From an optimization exercise on the open Yosys and OpenROAD flow, aimed at small area, a short achievable clock period and few clock cycles per item; shortcuts taken in it are not production practice. RTL that was checked went through simulation tests only; none was proved equivalent to the original. Power and IR drop assume default switching activity.

Design FP16_MAC_pipeline, start of the top module:
module FP16_MAC_pipeline(
    input [15:0]data_k,
    input [15:0]data_x,
    input [15:0]data_b,
    input rst,
    input input_valid,
    input clk,
    input [1:0]opcode,
    output reg [15:0]data_o,
    output reg output_up,
    output reg [1:0]opcode_o
    );
==> flow/config.mk <==
export PLATFORM = sky130hd
export DESIGN_NAME = FP16_MAC_pipeline
export DESIGN_NICKNAME = FP16_MAC_pipeline
export VERILOG_FILES = /design/flow/design.v
export SDC_FILE = /design/flow/constraint.sdc
export NUM_CORES = 4
export LEC_CHECK = 0
export CAP_MARGIN = 20
export CORE_MARGIN = 2
export CORE_UTILIZATION = 70
export CTS_CLUSTER_DIAMETER = 80
export CTS_CLUSTER_SIZE = 30
export PLACE_DENSITY = 0.75
export SETUP_SLACK_MARGIN = 3.3
export SLEW_MARGIN = 20
==> flow/constraint.sdc <==
create_clock -name core_clock -period 6.0 [get_ports {clk}]
set_input_delay 1.2000 -clock core_clock [delete_from_list [all_inputs] [get_ports {clk}]]
set_output_delay 1.2000 -clock core_clock [all_outputs]
set_load 0.01 [all_outputs]
run.sh (not shown) runs the stock make flow with config.mk's settings and CLKGATE_MAP_FILE= SYNTH_SCRIPT=/design/flow/synth_recipe.tcl, a recipe that flattens the netlist after the stock synthesis.
The baseline went through all stages and came out clean.
Next try:
- CORE_UTILIZATION: 70 -> 60
- SETUP_SLACK_MARGIN: 3.3 -> 3.4
Result: The changed run finished with timing, DRC and antenna clean. Sequential share of layout area is lower by 0.88 points. Routed wire length is lower by 1.1%. Setup slack hardly moves. Design area is higher by 2.6%. Register-to-register slack is about the same. Combinational power is higher by about 3%. Sequential power hardly moves. Utilization is lower by 10 points.
Next try:
- SETUP_SLACK_MARGIN: 3.4 -> 3.3
- The changed run completed with no timing, DRC or antenna violations
- fmax increases by about 2.5%
- final area decreases by 1.1%
- wire length decreases by 0.66%
Function was not checked in any run of this note: the RTL went through the layout flow alone.

========
FP16_MAC_pipeline, a different RTL version from the one above (not shown whole).
For scale: ~1900 cells after synthesis, roughly 400 flip-flops, ~72 I/O pins.
Settings: LEC_CHECK=0, CAP_MARGIN=20, CORE_MARGIN=2, CORE_UTILIZATION=60, CTS_CLUSTER_DIAMETER=80, CTS_CLUSTER_SIZE=30, SETUP_SLACK_MARGIN=3.5, SLEW_MARGIN=20; clock period 6.0 ns.
The starting point finished clean.
Change:
- CTS_CLUSTER_DIAMETER: 80 -> not set
- CTS_CLUSTER_SIZE: 30 -> not set
Outcome: Synthesized cell count is unchanged. Utilization rises by 1.8 points. Cell area rises by 2.4%. Non-clock buffer count rises by 1. Routed wire length rises by 2.6%. Power rises by about 5.6%. Sequential cell count does not change. Register-to-register slack is better by 0.10 ns. Die area stays the same. Worst hold slack is better by 0.012 ns.
Function was not checked in any run of this note: the RTL went through the layout flow alone.

========
FP16_MAC_pipeline, a different RTL version from the one above (not shown whole).
For scale: ~1800 cells after synthesis, ~380 flip-flops, ~72 I/O pins.
==> flow/design.v (excerpt) <==
module FP16_MAC_pipeline(
    input [15:0]data_k,
    input [15:0]data_x,
    input [15:0]data_b,
    input rst,
    input input_valid,
    input clk,
    input [1:0]opcode,
    output reg [15:0]data_o,
    output reg output_up,
    output reg [1:0]opcode_o
    );
Settings: LEC_CHECK=0, CAP_MARGIN=20, CORE_MARGIN=2, CORE_UTILIZATION=60, CTS_CLUSTER_DIAMETER=60, CTS_CLUSTER_SIZE=30, GPL_ROUTABILITY_DRIVEN=0, PLACE_DENSITY=0.75, SETUP_SLACK_MARGIN=3.3, SLEW_MARGIN=20; clock period 6.0 ns.
Testbench counts at the start, summed over its fixed seeds: cycles 2,112, items 2,048.
Rerun with:
- CORE_UTILIZATION: 60 -> 62
- CTS_CLUSTER_DIAMETER: 60 -> 80
- PLACE_DENSITY: 0.75 -> 0.78
Sequential share of layout area grows by 0.49 points.
Via count increases by 0.79%.
First-iteration DRC count went up by 13%.
Power fell by 3.7%.
Area after synthesis does not change.
Setup slack gets worse by 0.014 ns.
Synthesized cell count is unchanged.
Cell area falls by 1.1%.
Flip-flop and latch count does not change.
Rerun with:
- CORE_UTILIZATION: 62 -> 60
- PLACE_DENSITY: 0.78 -> 0.75
- SETUP_SLACK_MARGIN: 3.3 -> 3.2
The changed run completed with no timing, DRC or antenna violations; total power falls by 1.8%; die area rises by 3.3%; clock skew barely changes; clock-buffer cell count increases by 2; first-iteration DRC count went down by 10%; synthesized cell count stays the same.

## afterwards: timing with drivers on the ports
Ports are ideal in the flow. The routed layouts listed here were re-timed in OpenROAD.
Step 1 sets driving cells, clkbuf_16 on the clock port and buf_2 on the other inputs (assumed; they add their load-dependent delay and slew).
Step 2 also shifts input and output timing later by t, the mid clock arrival at the registers, as if the neighbouring blocks saw the same clock.
a / b / c = no drivers / after step 1 / after step 2; a / b = the first two.
| run | shift t [ns] | slack for setup (ns) | worst setup path after step 2 | worst register clock-pin slew, ns | cell pins on the clock port's net |
|---|---|---|---|---|---|
| the first run of note 1 | 0.557 | 3.313 / 3.313 / 3.135 | input to register | 0.11 / 0.11 | 1 |
| the second run of note 1 | 0.575 | 3.315 / 3.315 / 2.934 | input to register | 0.11 / 0.11 | 1 |
| the third run of note 1 | 0.583 | 3.380 / 3.346 / 2.950 | input to register | 0.11 / 0.11 | 1 |
| the first run of note 2 | 0.590 | 3.233 / 3.233 / 3.047 | input to register | 0.11 / 0.11 | 1 |
| the second run of note 2 | 0.581 | 3.336 / 3.336 / 3.035 | input to register | 0.06 / 0.06 | 1 |
| the first run of note 3 | 0.607 | 3.359 / 3.339 / 3.047 | input to register | 0.09 / 0.09 | 1 |
| the second run of note 3 | 0.557 | 3.345 / 3.345 / 3.101 | input to register | 0.11 / 0.11 | 1 |
| the third run of note 3 | 0.570 | 3.309 / 3.309 / 3.084 | input to register | 0.10 / 0.10 | 1 |
After both steps every run listed still meets setup and hold. For the third run of note 1, which loses most, drivers alone change the setup slack by -0.034 ns; drivers and shift together by -0.430 ns.
